From an optimization exercise on the open Yosys and OpenROAD flow, aimed at small area and a short achievable clock period; shortcuts taken in it are not production practice. Function was checked by simulation only, so behaviour that the tests miss may differ from the original. Power and IR drop assume default switching activity. The flow treats the clock pin as an ideal source, which a real chip does not have.

==> flow/design.v (outline; a module is shown in full before it is edited, if it fits) <==
// module sg_nand2: 1 lines
// module sg_nor2: 1 lines
// module sg_inv: 1 lines
// module sg_xor2: 1 lines
// module sg_xnor2: 1 lines
// module sg_aoi21: 1 lines
// module sg_oai21: 1 lines
// module add64: 976 lines
// module Scrambler: 69 lines
module Scrambler(
  input         clock,
  input         reset,
  input  [63:0] io_in,
  output [63:0] io_out
);
  // ...
==> flow/run.sh <==
#!/bin/bash
# synth_recipe.tcl (not shown) runs the flow's synth.tcl, then flattens the netlist and writes it again
# the make line also repeats each setting of config.mk as NAME=value (left out here)
make -C /OpenROAD-flow-scripts/flow DESIGN_CONFIG=/design/flow/config.mk WORK_HOME=/design/flow/orfs CLKGATE_MAP_FILE= SYNTH_SCRIPT=/design/flow/synth_recipe.tcl finish
==> flow/config.mk <==
export PLATFORM = sky130hd
export DESIGN_NAME = Scrambler
export DESIGN_NICKNAME = Scrambler
export VERILOG_FILES = /design/flow/design.v
export SDC_FILE = /design/flow/constraint.sdc
export NUM_CORES = 4
export LEC_CHECK = 0
export CAP_MARGIN = 20
export CORE_MARGIN = 2
export CORE_UTILIZATION = 65
export CTS_CLUSTER_DIAMETER = 60
export CTS_CLUSTER_SIZE = 24
export SETUP_SLACK_MARGIN = 2.5
export SLEW_MARGIN = 20
export SYNTH_HIERARCHICAL = 1
export SYNTH_MINIMUM_KEEP_SIZE = 0
export TNS_END_PERCENT = 5
==> flow/constraint.sdc <==
create_clock -name core_clock -period 6.0 [get_ports {clock}]
set_input_delay 1.2000 -clock core_clock [delete_from_list [all_inputs] [get_ports {clock}]]
set_output_delay 1.2000 -clock core_clock [all_outputs]
set_load 0.01 [all_outputs]
==> results.txt, run 1 <==
status failed layout checks; Failing Checks antenna violations; Compound-Gate Fraction of Synth Area 6.374%; clock buffers 80; routed wl met2 27.37 mm; Yosys warnings 7; Gate Count Post-Synth around 2700; crit start category primary input; M1 WL 31.48 mm; #FFs+latches synth 1479; Net Sw Power approximately 3.3 mW; antenna cells 5; Rows 87; most instantiated library cell after synthesis dfxtp_1; Signal buf overhead under 10%; crit path max fanout 4; Final Hold Vio Count 0; global-route met1 utilization a little under a third; Min-Delay Path Class flip-flop to flip-flop; Post-Route WL roughly 62 mm; CP Launch Point io_in[14]; antenna-violating nets left 1; Area after DPL ~39000 sq um; combinational share of power around 2.5%; hold_ws roughly 0.32 ns; sequential share of cell area between 60% and 70%; post-route insts no fill between 3000 and 4000; Top pwr grp registers
==> run 2, diff against run 1 <==
--- a/flow/config.mk
+++ b/flow/config.mk
@@ -11,5 +11,5 @@
 export CTS_CLUSTER_DIAMETER = 60
 export CTS_CLUSTER_SIZE = 24
-export SETUP_SLACK_MARGIN = 2.5
+export SETUP_SLACK_MARGIN = 2.0
 export SLEW_MARGIN = 20
 export SYNTH_HIERARCHICAL = 1
==> results.txt, run 2 <==
Primary FF master, synth dfxtp_1 (unchanged); number of max-cap violations 0 (unchanged); DRC 0 (unchanged); top cells by area, synth dfxtp_1 80%, xor2_1 3.2%, ha_1 2.2% (unchanged); #FFs+latches synth 1479 (unchanged); grt ovf 0 (unchanged); reg2reg end q1[55]$_DFF_P_ (unchanged); area leader, netlist dfxtp_1 (unchanged); Clk Latency, worst-skew pair 0.62 ns (was 0.63 ns); worst r2r src m6$_DFF_P_ (unchanged); TritonCTS Buffers 74 (unchanged); vias in the first global route 18640 (was 18630); Gate Count Post-Synth 2687 (unchanged); # setup viols final 0 (unchanged); most common cell after layout, fill and taps aside dfxtp_1 (unchanged); Pre-Repair DR Iteration Count 5 (unchanged); Final Hold Vio Count 0 (unchanged); full die area 59190 sq um (unchanged); CTS tree done (unchanged); Slew Viols, Final 0 (unchanged); antenna-violating nets left 1 (unchanged); critical path arrival 3.29 ns (was 3.28 ns); HP Start p3[57]$_DFF_P_ (unchanged); Post-synth EDFFs 0 (unchanged); clock power share 32.1% (about the same); Ports 130 (unchanged); worst reg2reg path depth 11 (unchanged); area share of the largest cell type after synthesis 79.55% (unchanged); final period utilization 74.77% (was 74.69%); Tmin final 4.486 ns (was 4.481 ns); vias per cell 4.931 (was 4.928); placed insts 3540 (unchanged); Setup TNS Final 0 ns (unchanged); internal power 13.11 mW (about the same); Port Buffers 129 (unchanged); most instantiated library cell after synthesis dfxtp_1 (unchanged); Layout area overhead 15.58% (unchanged); r2r setup slk 2.07 ns (was 2.14 ns); maximum vdd drop 287.7 uV (about the same); Worst Hold End p4[57]$_DFF_P_ (unchanged); mapped cell area 37220 sq um (unchanged); layout cells sized above 1 16.95% (was 16.98%); Failing Checks antenna violations (unchanged); crit start category primary input (unchanged); Nets 3085 (unchanged); CTS Hold Bufs 0 (unchanged); Req. time, crit path 4.80 ns (about the same); Fmax achieved 222.9 MHz (was 223.1 MHz); combinational share of power 2.5% (about the same); hpwl dp 38.69 mm (unchanged); initial antenna violation count 2 (unchanged); most frequent cells in the layout 1478 x dfxtp_1, 128 x and2_1, 128 x xor2_1 (unchanged); fraction of registers with async set or reset after synthesis 0% (unchanged); worst rel slew slack 40.33% (was 40.30%); Worst Hold Depth 0 (unchanged); syn nets 2819 (unchanged); Clock Sinks 1479 (unchanged); Mapped Avg Cell Area 13.85 sq um (unchanged); sequential share of power 65.5% (about the same); power per cell area 381.2 nW/um^2 (about the same); CTS Root Cell clkbuf_16 (unchanged); CP endpoint kind primary output (unchanged); Final GP Congestion 0.8752 (unchanged); Net Sw Power 3.285 mW (was 3.282 mW); synth cell count leaders 1479 x dfxtp_1, 147 x nand2_1, 144 x nor2_1 (unchanged); largest net degree at the start of global routing 46 (unchanged); total track usage 21.16% (unchanged); Fill cells 3433 (unchanged); Rows 87 (unchanged); Die Span X 243.3 microns (unchanged); post-route insts no fill 3729 (unchanged); 1st-iter DRT viols 1025 (was 1027); kind of critical path primary input to primary output (unchanged); RSZ-0062 raised after global routing true (unchanged); slowest stage cell, crit path a21oi_4 (was clkinvlp_4); critical-path cell list buf_8, nor2_4, nor2_1, buf_4, a21oi_4, o21ai_4, a21oi_4, buf_12, clkinvlp_4, a21oi_4, o21ai_1, xor2_1, buf_4, clkdlybuf4s15_2 (unchanged); first-pass GRT wire length 98.41 mm (unchanged); Slew @ Worst Pin 0.8950 ns (was 0.8955 ns); Reg area 29610 sq um (unchanged); Worst path max stage delay 0.23 ns (was 0.22 ns); Core ar. 56500 sq um (unchanged); H-tree Lvls 3 (unchanged); Post-Route WL 62.55 mm (was 62.47 mm); Seq/Total Area, Yosys 79.55% (unchanged); Unique masters post-synth 64 (unchanged); CTS Buffer Depth 3 (unchanged); status failed layout checks (unchanged); clock skew 0.02260 ns (was 0.02573 ns); Net Sw Frac 20.03% (was 20.02%); clock-pin slew of the registers on the worst-case setup and hold paths 0.09 ns (about the same); Yosys warnings 7 (unchanged); starting density of the core 65.88% (unchanged); vias 18390 (was 18380); crit path max fanout 4 (unchanged); P_leak 18.43 nW (about the same); most frequent cell on the critical path a21oi_4 (unchanged); Die Y 243.3 microns (unchanged); Min-Delay Path Class flip-flop to flip-flop (unchanged); Multi-input gate area 8267 sq um (unchanged); routed len/inst 16.77 microns (was 16.75 microns)
run 2: what timing repair did:
action / 4_1_cts / 5_1_grt
pin swaps: 99 / 71
endpoints found under the setup margin: 70 / 78
setup buffers: 74 / 19
gates resized for setup: 416 / 112
hold endpoints to repair: 0 / 0
run 2: per-stage QoR:
step | cell area, sq um | hold WS [ns] | power [mW] | setup WS, ns | utilization (%)
3_3_place_gp | 39480 | 0.3095 | 11.29 | 0.4536 | 69.89
2_1_floorplan | 37340 | 0.3096 | 11.07 | 1.940 | -
4_1_cts | 42640 | 0.3206 | 16.52 | 1.550 | 75.48
3_5_place_dp | 39480 | 0.3121 | 11.33 | 0.4099 | 69.89
6_report | 43020 | 0.3149 | 16.40 | 1.514 | 76.14
5_1_grt | 43000 | 0.3224 | 16.99 | 1.442 | 76.12
run 2: layer usage:
metal	global-route usage (%)	part of all wire (%)	vias up
met3	3.228	3.5	119
li1	-	-	9166
met2	32.19	44	334
met1	31.43	50	8769
met4	6.586	2.4	0
met5	0	0	-
run 2: worst max-delay path by stage:
| stage | start | endpoint | slack [ns] | cells after the start |
|---|---|---|---|---|
| finish | io_in[14] | io_out[25] | 1.51 | 14 |
| global route | io_in[42] | io_out[51] | 1.44 | 14 |
| CTS | io_in[0] | io_out[63] | 1.55 | 15 |
| detailed placement | io_in[0] | io_out[47] | 0.41 | 12 |
| global placement | io_in[0] | io_out[47] | 0.45 | 12 |
| floorplan | io_in[0] | io_out[49] | 1.94 | 11 |
run 2: cells by family after synthesis:
logic type               synth area share (%)
AO/OA/AOI/OAI                           6.374
XOR/XNOR                                4.542
adder cells (fa/ha/maj)                 2.239
buffers and inverters                   1.015
flip-flops                              79.55
AND/OR/NAND/NOR                         6.277
run 2: power by group through the flow:
stage / clock network [mW] / logic [mW] / registers, mW
3_5_place_dp: 0 / 0.366 / 11.0
2_1_floorplan: 0 / 0.208 / 10.9
3_3_place_gp: 0 / 0.360 / 10.9
6_report: 5.26 / 0.402 / 10.7
4_1_cts: 5.39 / 0.383 / 10.8
5_1_grt: 5.74 / 0.435 / 10.8
run 2: cell type report:
class	instances	share of cell area, %
inverter	57	0.5556
antenna	5	0.02909
tap	756	2.199
timing repair buffer	230	4.282
clock inverter	11	0.3229
sequential	1479	68.84
multi-input combinational	1111	19.22
clock buffer	80	4.552
run 2: per-module statistics from Yosys, one instance, submodules excluded:
module / flops+latches / cells inside
Scrambler: 1479 / 2182
add64: 0 / 1
sg_aoi21: 0 / 1
sg_inv: 0 / 1
sg_nand2: 0 / 1
sg_nor2: 0 / 1
sg_oai21: 0 / 1
sg_xnor2: 0 / 1
sg_xor2: 0 / 1
run 2: critical path: cells and delay by family:
family                    cells  cell delay (ns)
AOI/OAI and AO/OA             5             0.72
xor gates and xnor gates      1             0.19
and+or+nand+nor               2             0.16
buffers and inverters         6             1.01
==> run 3, diff against run 2 <==
--- a/flow/config.mk
+++ b/flow/config.mk
@@ -9,7 +9,7 @@
 export CORE_MARGIN = 2
 export CORE_UTILIZATION = 65
-export CTS_CLUSTER_DIAMETER = 60
-export CTS_CLUSTER_SIZE = 24
-export SETUP_SLACK_MARGIN = 2.0
+export CTS_CLUSTER_DIAMETER = 80
+export CTS_CLUSTER_SIZE = 32
+export SETUP_SLACK_MARGIN = 2.5
 export SLEW_MARGIN = 20
 export SYNTH_HIERARCHICAL = 1
==> results.txt, run 3 <==
area share of the largest cell type after synthesis 79.55% (unchanged); Nets 3041 (was 3085); pre-CTS WS 0.4099 ns (unchanged); Compound-Gate Fraction of Synth Area 6.374% (unchanged); synth cell count leaders 1479 x dfxtp_1, 147 x nand2_1, 144 x nor2_1 (unchanged); kind of critical path primary input to primary output (unchanged); Net Sw Power 3.087 mW (was 3.285 mW); Core ar. 56500 sq um (unchanged); most frequent cells in the layout 1478 x dfxtp_1, 130 x xor2_1, 128 x and2_1 (was 1478 x dfxtp_1, 128 x and2_1, 128 x xor2_1); Synth Area in Adders 2.239% (unchanged); XOR/XNOR Fraction of Synth Area 4.542% (unchanged); mapped cell area 37220 sq um (unchanged); 1st-iter DRT viols 1074 (was 1025); reg2reg end q1[52]$_DFF_P_ (was q1[55]$_DFF_P_); Area after DPL 39480 sq um (unchanged); Post-Route WL 60.15 mm (was 62.55 mm); global-route met1 utilization 30.68% (was 31.43%); crit path max fanout 3 (was 4); first-pass GRT wire length 94.07 mm (was 98.41 mm); internal power 12.35 mW (was 13.11 mW); Net Sw Frac 20.00% (was 20.03%); clock-pin slew of the registers on the worst-case setup and hold paths 0.12 ns (was 0.09 ns); Yosys warnings 7 (unchanged); Final Cell Area 42170 sq um (was 43020 sq um); grt ovf 0 (unchanged); critical path arrival 3.26 ns (was 3.29 ns); Rows 87 (unchanged); sequential share of power 69.5% (was 65.5%); full die area 59190 sq um (unchanged); main combinational cell family by area after synthesis compound AO/OA/AOI/OAI gates (unchanged); gr busiest metal met1 (was met2); end of the critical path io_out[45] (was io_out[25]); initial antenna violation count 3 (was 2); Final GP Congestion 0.8752 (unchanged); Port Buffers 129 (unchanged); Unique masters post-synth 64 (unchanged); largest net degree at the start of global routing 46 (unchanged); final period utilization 74.26% (was 74.77%); CP endpoint kind primary output (unchanged); Reg area 29610 sq um (unchanged); fraction of registers with async set or reset after synthesis 0% (unchanged); most common cell after layout, fill and taps aside dfxtp_1 (unchanged); Worst Hold Depth 0 (unchanged); Fill cells 3588 (was 3433); Clk Latency, worst-skew pair 0.63 ns (was 0.62 ns); r2r setup slk 2.22 ns (was 2.07 ns); TritonCTS Buffers 53 (was 74); Post-synth EDFFs 0 (unchanged); power per cell area 366.0 nW/um^2 (was 381.2 nW/um^2); starting density of the core 65.88% (unchanged); CP Launch Point io_in[35] (was io_in[14]); layout cells sized above 1 14.70% (was 16.95%); CTS Buffer Depth 3 (unchanged); Min-Delay Path Class flip-flop to flip-flop (unchanged); Layout area overhead 13.30% (was 15.58%); CTS tree done (unchanged); post-layout util 74.64% (was 76.14%); clock skew 0.02112 ns (was 0.02260 ns); Fmax achieved 224.4 MHz (was 222.9 MHz); Seq/Total Area, Yosys 79.55% (unchanged); met3 Use GR 3.018% (was 3.228%); Slew Viols, Final 0 (unchanged); clock power share 27.9% (was 32.1%); vias in the first global route 18040 (was 18640); vias per cell 4.902 (was 4.931); most instantiated library cell after synthesis dfxtp_1 (unchanged); setup ws final 1.545 ns (was 1.514 ns); vias 17990 (was 18390); Primary FF master, synth dfxtp_1 (unchanged); status finished clean (was failed layout checks); combinational share of power 2.6% (was 2.5%); hold_ws 0.3243 ns (was 0.3149 ns); number of max-cap violations 0 (unchanged); worst rel slew slack 39.96% (was 40.33%); Mapped Avg Cell Area 13.85 sq um (unchanged); total track usage 20.06% (was 21.16%); RSZ-0062 raised after global routing true (unchanged); #FFs+latches synth 1479 (unchanged); CTS Root Cell clkbuf_16 (unchanged); Die Span X 243.3 microns (unchanged); Simple-Gate Fraction of Synth Area 6.276% (unchanged); multiplexer share of the synthesized area 0% (unchanged); Tmin final 4.455 ns (was 4.486 ns); # setup viols final 0 (unchanged); H-tree Lvls 2 (was 3); Pre-Repair DR Iteration Count 5 (unchanged); Gate Count Post-Synth 2687 (unchanged); routed len/inst 16.39 microns (was 16.77 microns); syn nets 2819 (unchanged); Multi-input gate area 8215 sq um (was 8267 sq um); Req. time, crit path 4.80 ns (about the same); hpwl dp 38.69 mm (unchanged); antenna-violating nets left 0 (was 1); area leader, netlist dfxtp_1 (unchanged); top cells by area, synth dfxtp_1 80%, xor2_1 3.2%, ha_1 2.2% (unchanged); DRC 0 (unchanged); Ports 130 (unchanged); Die Y 243.3 microns (unchanged); Final Hold Vio Count 0 (unchanged); worst reg2reg path depth 13 (was 11); Slew @ Worst Pin 0.8984 ns (was 0.8950 ns); Setup TNS Final 0 ns (unchanged); worst r2r src m6$_DFF_P_ (unchanged); maximum vdd drop 277.4 uV (was 287.7 uV); crit start category primary input (unchanged); GR Layer Usage met2 30.15% (was 32.19%); Clock Sinks 1479 (unchanged); P_leak 18.01 nW (was 18.43 nW)
==> run 3: cell counts after synthesis <==
Identical to the previous run, type by type.
==> run 3: cells by family after synthesis <==
| kind of cell | Yosys count |
|---|---|
| AOI/OAI and AO/OA | 362 |
| xor gates and xnor gates | 193 |
| adders and majority gates | 66 |
| buffers and inverters | 97 |
| DFF | 1479 |
| and+or+nand+nor | 490 |
==> run 3: layout make-up <==
| cell class | instances | area share, % |
|---|---|---|
| flip-flops and latches | 1479 | 70.23 |
| multi-input cells | 1111 | 19.48 |
| repair buffers | 207 | 4.148 |
| clock buffers | 54 | 3.178 |
| well taps | 756 | 2.243 |
| inverters | 57 | 0.5519 |
| clock inverters | 4 | 0.1632 |
| diodes | 1 | 0.005935 |
==> run 3: power groups by stage <==
| stage | combinational (mW) | sequential (mW) | clock (mW) |
|---|---|---|---|
| 6_report | 0.400 | 10.7 | 4.30 |
| 5_1_grt | 0.433 | 10.8 | 4.75 |
| 4_1_cts | 0.381 | 10.8 | 4.42 |
| 3_5_place_dp | 0.366 | 11.0 | 0 |
| 3_3_place_gp | 0.360 | 10.9 | 0 |
| 2_1_floorplan | 0.208 | 10.9 | 0 |
==> run 3: how the worst min path moves through the flow <==
stage / endpoint / start
after floorplan: p3[0]$_DFF_P_ / p2[0]$_DFF_P_
after global placement: q7[56]$_DFF_P_ / q6[56]$_DFF_P_
after detailed placement: q6[45]$_DFF_P_ / q5[45]$_DFF_P_
after CTS: q7[28]$_DFF_P_ / q6[28]$_DFF_P_
after global routing: q16[20]$_DFF_P_ / q15[20]$_DFF_P_
final: q3[20]$_DFF_P_ / q2[20]$_DFF_P_
==> run 3: worst max-delay path, stage by stage <==
cell and delay [ns]:
dlygate4sd2_1 0.30, nor2_2 0.09, nor2_4 0.16, nand2_4 0.10, nor2_4 0.22, buf_4 0.15, buf_4 0.14, inv_1 0.07
nor2_1 0.20, a21oi_4 0.09, o21ai_1 0.16, xor2_1 0.20, buf_2 0.16
==> run 3: per-stage QoR <==
step	total power, mW	cells
finish	15.43	3669
global route	15.99	3668
CTS	15.55	3656
detailed placement	11.33	3540
global placement	11.29	3540
floorplan	11.07	2687
==> run 3: metal layers <==
layer	up-vias	routed length, microns
met1	8512	31150
met5	-	0
met3	98	2321
li1	9063	-
met4	0	1281
met2	312	25400
==> run 3: what timing repair did <==
action,in CTS,in global routing
endpoints found under the hold margin,0,0
hold buffers,0,0
pin swaps,95,43
gates resized for setup,403,81
setup buffers,58,12
endpoints found under the setup margin,96,101
cloned,0,0
==> run 3: Yosys stat by module (local to each module, per instance) <==
module     cells inside  flip-flops and latches
sg_nor2               1                       0
sg_nand2              1                       0
add64                 1                       0
sg_oai21              1                       0
sg_inv                1                       0
Scrambler          2182                    1479
sg_xnor2              1                       0
sg_xor2               1                       0
sg_aoi21              1                       0
==> run 4, diff against run 3 <==
==> flow/flow/run.sh (new file) <==
#!/bin/bash
# Layout flow: the standard flow (standard.sh, the ORFS make targets), run
# in two steps.  Synthesis is the standard one, unchanged.  The rest of the
# layout differs from the standard flow in two settings only:
#  - the port buffers that buffer_ports inserts are plain buffers (buf_2)
#    rather than the delay cell it would pick on its own, and
#  - the resizer may swap a cell for one of another footprint
#    (MATCH_CELL_FOOTPRINT=0; sky130hd's platform config sets it to 1).
# Each step's full output goes to its own log file in the work folder.
set -euo pipefail
bash standard.sh synth > run_synth.log 2>&1
bash standard.sh "BUFFER_PORTS_ARGS=-buffer_cell sky130_fd_sc_hd__buf_2" \
  MATCH_CELL_FOOTPRINT=0 finish > run_layout.log 2>&1
==> flow/standard.sh (new file) <==
#!/bin/bash
# synth_recipe.tcl (not shown) runs the flow's synth.tcl, then flattens the netlist and writes it again
# the make line also repeats each setting of config.mk as NAME=value (left out here)
make -C /OpenROAD-flow-scripts/flow DESIGN_CONFIG=/design/flow/config.mk WORK_HOME=/design/flow/orfs CLKGATE_MAP_FILE= SYNTH_SCRIPT=/design/flow/synth_recipe.tcl "${@:-finish}"
--- a/flow/config.mk
+++ b/flow/config.mk
@@ -8,5 +8,5 @@
 export CAP_MARGIN = 20
 export CORE_MARGIN = 2
-export CORE_UTILIZATION = 65
+export CORE_UTILIZATION = 75
 export CTS_CLUSTER_DIAMETER = 80
 export CTS_CLUSTER_SIZE = 32
removed: flow/run.sh
==> results.txt, run 4 <==
post-layout util 83.94% (was 74.64%); Slew @ Worst Pin 0.8246 ns (was 0.8984 ns); Fmax achieved 213.8 MHz (was 224.4 MHz); Rows 81 (was 87); total track usage 27.46% (was 20.06%); Post-synth EDFFs 0 (unchanged); worst rel slew slack 45.03% (was 39.96%); Mapped Avg Cell Area 13.85 sq um (unchanged); status finished clean (unchanged); CP endpoint kind primary output (unchanged); maximum vdd drop 387.7 uV (was 277.4 uV); crit start category primary input (unchanged); crit path max fanout 5 (was 3); most common cell after layout, fill and taps aside dfxtp_1 (unchanged); Post-Route WL 74.51 mm (was 60.15 mm); largest net degree at the start of global routing 66 (was 46); area share of the largest cell type after synthesis 79.55% (unchanged); Final Hold Vio Count 0 (unchanged); Tmin final 4.678 ns (was 4.455 ns); Slew Viols, Final 0 (unchanged); vias 19190 (was 17990); starting density of the core 76.03% (was 65.88%); Total Power 15.54 mW (was 15.43 mW); full die area 51420 sq um (was 59190 sq um); kind of critical path primary input to primary output (unchanged); area leader, netlist dfxtp_1 (unchanged); power per cell area 378.1 nW/um^2 (was 366.0 nW/um^2); # setup viols final 0 (unchanged); clock-pin slew of the registers on the worst-case setup and hold paths 0.11 ns (was 0.12 ns); syn nets 2819 (unchanged); CTS Root Cell clkbuf_16 (unchanged); grt ovf 0 (unchanged); hpwl dp 41.30 mm (was 38.69 mm); H-tree Lvls 2 (unchanged); Yosys warnings 7 (unchanged); antenna-violating nets left 0 (unchanged); Min-Delay Path Class flip-flop to flip-flop (unchanged); Pre-Repair DR Iteration Count 6 (was 5); #FFs+latches synth 1479 (unchanged); reg2reg end q1[55]$_DFF_P_ (was q1[52]$_DFF_P_); Multi-input gate area 7879 sq um (was 8215 sq um); Clock Sinks 1479 (unchanged); Core ar. 48950 sq um (was 56500 sq um); critical-path cell list buf_6, nor2_4, o21ai_4, a21oi_4, o21ai_2, a21oi_4, buf_12, o21ai_4, buf_12, clkinv_16, o21ai_2, inv_1, o21ai_1, xor2_1, buf_2 (was dlygate4sd2_1, nor2_2, nor2_4, nand2_4, nor2_4, buf_4, buf_4, inv_1, nor2_1, a21oi_4, o21ai_1, xor2_1, buf_2); Gate Count Post-Synth 2687 (unchanged); Crit path max-delay family compound AO/OA/AOI/OAI gates (was buffers and inverters); DRC 0 (unchanged); RSZ-0062 raised after global routing true (unchanged); Seq/Total Area, Yosys 79.55% (unchanged); CTS Hold Bufs 0 (unchanged); CP Launch Point io_in[9] (was io_in[35]); layout cells sized above 1 14.32% (was 14.70%); clock skew 0.04155 ns (was 0.02112 ns); Ports 130 (unchanged); top cells by area, synth dfxtp_1 80%, xor2_1 3.2%, ha_1 2.2% (unchanged); most frequent cells in the layout 1478 x dfxtp_1, 132 x nand2_1, 132 x xor2_1 (was 1478 x dfxtp_1, 130 x xor2_1, 128 x and2_1); 1st-iter DRT viols 1391 (was 1074); Clk Latency, worst-skew pair 0.67 ns (was 0.63 ns); post-route insts no fill 3552 (was 3669); Setup TNS Final 0 ns (unchanged); CTS tree done (unchanged); HP Start p3[41]$_DFF_P_ (was q2[20]$_DFF_P_); Worst Hold Depth 0 (unchanged); Die Span X 226.8 microns (was 243.3 microns); Worst Hold End p4[41]$_DFF_P_ (was q3[20]$_DFF_P_); Fill cells 2263 (was 3588); worst r2r src m6$_DFF_P_ (unchanged); r2r setup slk 1.94 ns (was 2.22 ns); Worst path max stage delay 0.25 ns (was 0.30 ns); CTS Buffer Depth 3 (unchanged); placed insts 3444 (was 3540); critical path arrival 3.48 ns (was 3.26 ns); Reg area 29610 sq um (about the same); Unique masters post-synth 64 (unchanged); worst reg2reg path depth 12 (was 13); Die Y 226.8 microns (was 243.3 microns); slowest stage cell, crit path o21ai_4 (was dlygate4sd2_1); Layout area overhead 10.39% (was 13.30%); P_leak 17.69 nW (was 18.01 nW); vias in the first global route 19040 (was 18040); Nets 3013 (was 3041); vias per cell 5.402 (was 4.902); Primary FF master, synth dfxtp_1 (unchanged); mapped cell area 37220 sq um (unchanged); synth cell count leaders 1479 x dfxtp_1, 147 x nand2_1, 144 x nor2_1 (unchanged); routed len/inst 20.98 microns (was 16.39 microns); Req. time, crit path 4.80 ns (about the same); fraction of registers with async set or reset after synthesis 0% (unchanged); most instantiated library cell after synthesis dfxtp_1 (unchanged); Final GP Congestion 0.9068 (was 0.8752); first-pass GRT wire length 106.4 mm (was 94.07 mm); Port Buffers 129 (unchanged); worst path bufs/invs 6 (was 5); initial antenna violation count 9 (was 3); number of max-cap violations 0 (unchanged); TritonCTS Buffers 52 (was 53); final period utilization 77.97% (was 74.26%)
==> run 4: cell types whose count changed in the layout (fill, tap and decap cells not counted), moves of 8 or more <==
cell	before	now
buf_2	26	114
dlygate4sd2_1	47	0
nor2_1	64	97
nor2_2	51	26
clkdlybuf4s50_1	24	0
buf_4	74	55
o21ai_1	49	66
o21ai_2	36	19
clkbuf_2	10	0
nand2_2	22	12
nand2_1	123	132
a21oi_4	17	9
clkdlybuf4s15_1	8	0
nor2_4	29	21
==> run 4: cell type report <==
class,instances,area share [%]
repair inverters,1,0.02741
inverters,57,0.5847
multi-input cells,1111,19.18
repair buffers,179,2.762
clock buffers,53,3.228
flip-flops and latches,1479,72.07
clock inverters,5,0.1157
well taps,664,2.022
diodes,3,0.01827
==> run 4: cell families after synthesis <==
family / synth area share [%]
compound gates: 6.374
fa+ha+maj: 2.239
flops: 79.55
simple gates: 6.277
buf+inv: 1.015
xor+xnor: 4.542
==> run 4: modules after synthesis (local to each module, per instance) <==
module     area, sq um  cells inside  flip-flops and latches  copies in the design
sg_inv           3.754             1                       0                    40
sg_xnor2         8.758             1                       0                    16
add64            7.507             1                       0                     1
sg_nor2          3.754             1                       0                   107
sg_aoi21         8.758             1                       0                    45
sg_oai21         5.005             1                       0                    92
sg_xor2          8.758             1                       0                   111
sg_nand2         3.754             1                       0                    93
Scrambler        34340          2182                    1479                     1
==> run 4: timing repair <==
item / in CTS / in global routing
resized for setup: 77 / 93
setup endpoints to repair: 84 / 92
pin swaps: 22 / 32
cloned: 0 / 1
setup buffers: 32 / 14
==> run 4: where the power goes <==
| group | switching (mW) | total [mW] | internal [mW] |
|---|---|---|---|
| registers | 0.237 | 10.8 | 10.5 |
| logic | 0.249 | 0.388 | 0.139 |
| clock network | 2.74 | 4.36 | 1.62 |
| total | 3.23 | 15.5 | 12.3 |
==> run 4: per-stage QoR <==
stage | setup slack [ns] | hold WS (ns) | area [sq um]
after floorplan | 1.940 | 0.3096 | 37340
after global placement | 1.079 | 0.3096 | 38690
after detailed placement | 1.024 | 0.3121 | 38690
after CTS | 1.504 | 0.3210 | 40630
after global routing | 1.308 | 0.3286 | 41090
final | 1.322 | 0.3218 | 41090
==> run 4: metal layers <==
metal  share of wire [%]  vias to the layer above  GRT usage [%]
met3                 5.1                      207          4.885
met1                  43                     9311          36.54
li1                    -                     9008              -
met2                  48                      652          46.28
met4                 3.3                       10          8.277
met5               0.077                        -              0
==> run 4: worst max-delay path by stage <==
stage,endpoint,slack [ns],cells after the start
6_report,io_out[49],1.32,15
5_1_grt,io_out[49],1.31,14
4_1_cts,io_out[43],1.50,15
3_5_place_dp,io_out[63],1.02,14
3_3_place_gp,io_out[43],1.08,14
2_1_floorplan,io_out[49],1.94,11
==> run 5, diff against run 4 <==
--- a/flow/config.mk
+++ b/flow/config.mk
@@ -8,5 +8,5 @@
 export CAP_MARGIN = 20
 export CORE_MARGIN = 2
-export CORE_UTILIZATION = 75
+export CORE_UTILIZATION = 65
 export CTS_CLUSTER_DIAMETER = 80
 export CTS_CLUSTER_SIZE = 32
==> results.txt, run 5 <==
1st-iter DRT viols 976 (was 1391); CP endpoint kind primary output (unchanged); Core ar. 56500 sq um (was 48950 sq um); area leader, netlist dfxtp_1 (unchanged); initial antenna violation count 8 (was 9); most frequent cells in the layout 1478 x dfxtp_1, 135 x xor2_1, 132 x nand2_1 (was 1478 x dfxtp_1, 132 x nand2_1, 132 x xor2_1); critical-path cell list buf_4, nand2_4, o21ai_4, a21oi_4, o21ai_2, a21oi_4, o21ai_4, clkinv_4, buf_12, o21ai_4, inv_2, o21ai_2, xor2_1, buf_2 (was buf_6, nor2_4, o21ai_4, a21oi_4, o21ai_2, a21oi_4, buf_12, o21ai_4, buf_12, clkinv_16, o21ai_2, inv_1, o21ai_1, xor2_1, buf_2); Seq/Total Area, Yosys 79.55% (unchanged); Final GP Congestion 0.9008 (was 0.9068); power per cell area 376.6 nW/um^2 (was 378.1 nW/um^2); sequential share of power 69.5% (was 69.4%); most instantiated library cell after synthesis dfxtp_1 (unchanged); clock-pin slew of the registers on the worst-case setup and hold paths 0.10 ns (was 0.11 ns); crit path max fanout 7 (was 5); total track usage 19.54% (was 27.46%); Ports 130 (unchanged); maximum vdd drop 334.3 uV (was 387.7 uV); combinational share of power 2.3% (was 2.5%); status finished clean (unchanged); CP Depth 14 (was 15); internal power 12.36 mW (was 12.31 mW); Multi-input gate area 7739 sq um (was 7879 sq um); CTS tree done (unchanged); hpwl dp 38.63 mm (was 41.30 mm); clock skew 0.01668 ns (was 0.04155 ns); most common cell after layout, fill and taps aside dfxtp_1 (unchanged); H-tree Lvls 2 (unchanged); Nets 3002 (was 3013); vias in the first global route 17680 (was 19040); routed len/inst 15.91 microns (was 20.98 microns); Crit path max-delay family compound AO/OA/AOI/OAI gates (unchanged); Primary FF master, synth dfxtp_1 (unchanged); Tmin final 4.466 ns (was 4.678 ns); Yosys warnings 7 (unchanged); r2r setup slk 1.94 ns (about the same); Reg area 29610 sq um (about the same); full die area 59190 sq um (was 51420 sq um); Min-Delay Path Class flip-flop to flip-flop (unchanged); Final Hold Vio Count 0 (unchanged); Clock Sinks 1479 (unchanged); Worst Hold Depth 0 (unchanged); Net Sw Frac 19.92% (was 20.78%); number of max-cap violations 0 (unchanged); Worst path max stage delay 0.22 ns (was 0.25 ns); Mapped Avg Cell Area 13.85 sq um (unchanged); Gate Count Post-Synth 2687 (unchanged); P_leak 17.61 nW (was 17.69 nW); Fmax achieved 223.9 MHz (was 213.8 MHz); Post-Route WL 57.89 mm (was 74.51 mm); largest net degree at the start of global routing 42 (was 66); critical path arrival 3.27 ns (was 3.48 ns); DRC 0 (unchanged); syn nets 2819 (unchanged); Unique masters post-synth 64 (unchanged); CTS Root Cell clkbuf_16 (unchanged); kind of critical path primary input to primary output (unchanged); Rows 87 (was 81); Die Span X 243.3 microns (was 226.8 microns); starting density of the core 65.88% (was 76.03%); HP Start q15[6]$_DFF_P_ (was p3[41]$_DFF_P_); post-layout util 72.54% (was 83.94%); mapped cell area 37220 sq um (unchanged); crit start category primary input (unchanged); Net Sw Power 3.075 mW (was 3.229 mW); Setup TNS Final 0 ns (unchanged); Req. time, crit path 4.80 ns (about the same); Die Y 243.3 microns (was 226.8 microns); Post-synth EDFFs 0 (unchanged); hold_ws 0.3204 ns (was 0.3218 ns); top cells by area, synth dfxtp_1 80%, xor2_1 3.2%, ha_1 2.2% (unchanged); worst path bufs/invs 5 (was 6); # setup viols final 0 (unchanged); worst reg2reg path depth 12 (unchanged); synth cell count leaders 1479 x dfxtp_1, 147 x nand2_1, 144 x nor2_1 (unchanged); most frequent cell on the critical path o21ai_4; CP Launch Point io_in[8] (was io_in[9]); Layout area overhead 10.11% (was 10.39%); #FFs+latches synth 1479 (unchanged); Slew @ Worst Pin 0.8163 ns (was 0.8246 ns); Slew Viols, Final 0 (unchanged); Pre-Repair DR Iteration Count 7 (was 6); Port Buffers 129 (unchanged); RSZ-0062 raised after global routing true (unchanged); reg2reg end q1[55]$_DFF_P_ (unchanged); first-pass GRT wire length 91.59 mm (was 106.4 mm); final period utilization 74.44% (was 77.97%); Clk Latency, worst-skew pair 0.63 ns (was 0.67 ns); worst r2r src m6$_DFF_P_ (unchanged); area share of the largest cell type after synthesis 79.55% (unchanged); vias per cell 4.892 (was 5.402); CTS Hold Bufs 0 (unchanged); post-route insts no fill 3638 (was 3552); Worst Hold End q16[6]$_DFF_P_ (was p4[41]$_DFF_P_); CTS Buffer Depth 3 (unchanged); clock power share 28.2% (was 28.1%); antenna-violating nets left 0 (unchanged); Total Power 15.43 mW (was 15.54 mW); fraction of registers with async set or reset after synthesis 0% (unchanged); worst rel slew slack 45.45% (was 45.03%); grt ovf 0 (unchanged); vias 17800 (was 19190); TritonCTS Buffers 53 (was 52); layout cells sized above 1 13.36% (was 14.32%); Fill cells 3706 (was 2263); placed insts 3535 (was 3444); slowest stage cell, crit path xor2_1 (was o21ai_4)
-- run 5: repair_timing --
item | in CTS | in global routing
buffers inserted | 17 | 19
pin swaps | 19 | 37
endpoints found under the setup margin | 88 | 95
resized for setup | 57 | 66
-- run 5: worst max path at each step --
stage / slack, ns / end
floorplan: 1.94 / io_out[49]
global placement: 1.11 / io_out[63]
detailed placement: 1.01 / io_out[63]
CTS: 1.50 / io_out[43]
global route: 1.40 / io_out[37]
finish: 1.53 / io_out[39]
-- run 5: per-module statistics from Yosys (local to each module, per instance) --
module | times used | cells | cell area, sq um
sg_xor2 | 111 | 1 | 8.758
Scrambler | 1 | 2182 | 34340
sg_nor2 | 107 | 1 | 3.754
sg_nand2 | 93 | 1 | 3.754
sg_inv | 40 | 1 | 3.754
sg_aoi21 | 45 | 1 | 8.758
add64 | 1 | 1 | 7.507
sg_xnor2 | 16 | 1 | 8.758
sg_oai21 | 92 | 1 | 5.005
-- run 5: per-stage QoR --
| step | instance area (sq um) | setup WS (ns) |
|---|---|---|
| after global routing | 40970 | 1.401 |
| after floorplan | 37340 | 1.940 |
| after global placement | 38800 | 1.106 |
| final | 40980 | 1.534 |
| after detailed placement | 38800 | 1.006 |
| after CTS | 40590 | 1.498 |
-- run 5: cell type report --
type | count | area share, %
repair buffers | 168 | 2.455
inverters | 57 | 0.5343
multi-input cells | 1111 | 18.88
well taps | 756 | 2.308
flip-flops and latches | 1479 | 72.26
diodes | 7 | 0.04274
clock buffers | 55 | 3.279
clock inverters | 5 | 0.2412
-- run 5: cells by family (layout without fill, tap and decap cells) --
group	Yosys count	count (layout)	share of synthesized area, %
DFF	1479	1479	79.55
and+or+nand+nor	490	490	6.277
AOI/OAI and AO/OA	362	362	6.374
xor gates and xnor gates	193	193	4.542
buffers and inverters	97	285	1.015
adders and majority gates	66	66	2.239
other	0	7	0
-- run 5: metal layers --
layer | global-route usage [%] | vias up | wire length (microns)
li1 | - | 9000 | -
met1 | 29.06 | 8353 | 29080
met2 | 29.04 | 324 | 24460
met3 | 3.977 | 108 | 2861
met4 | 5.828 | 12 | 1431
met5 | 0 | - | 62
-- run 5: power groups by stage --
stage / Combinational, mW / Clock (mW) / Sequential [mW]
5_1_grt: 0.386 / 4.80 / 10.8
4_1_cts: 0.336 / 4.47 / 10.7
6_report: 0.355 / 4.35 / 10.7
2_1_floorplan: 0.208 / 0 / 10.9
3_3_place_gp: 0.316 / 0 / 10.9
3_5_place_dp: 0.324 / 0 / 11.0

-- static timing again, ports no longer ideal --
The flow's constraints put no driver on any port. The routed layouts listed below were extracted and timed again, unchanged, in two steps. Step 1, drivers: a clkbuf_16 drives clock and a buf_2 each remaining input, both assumed. Step 2 adds t to the input delays and takes it off the output delays; t is the mean of the earliest and latest rising clock arrival at the registers after step 1. Input paths then give back, and output paths get back, about the clock's delay inside the block. Three values: ideal ports, drivers, drivers and shift; two values: the first two.
| run | t (ns) | setup WS [ns] | worst slew at a driven data input, ns |
|---|---|---|---|
| run 1 | 0.676 | 1.519 / 1.476 / 1.476 | 0.06 |
| run 2 | 0.675 | 1.514 / 1.471 / 1.471 | 0.06 |
| run 3 | 0.683 | 1.545 / 1.522 / 1.522 | 0.07 |
| run 4 | 0.711 | 1.322 / 1.253 / 1.253 | 0.08 |
| run 5 | 0.677 | 1.534 / 1.499 / 1.499 | 0.07 |
For run 4, which loses most, drivers alone change the setup slack by -0.069 ns; drivers and shift together by -0.069 ns.
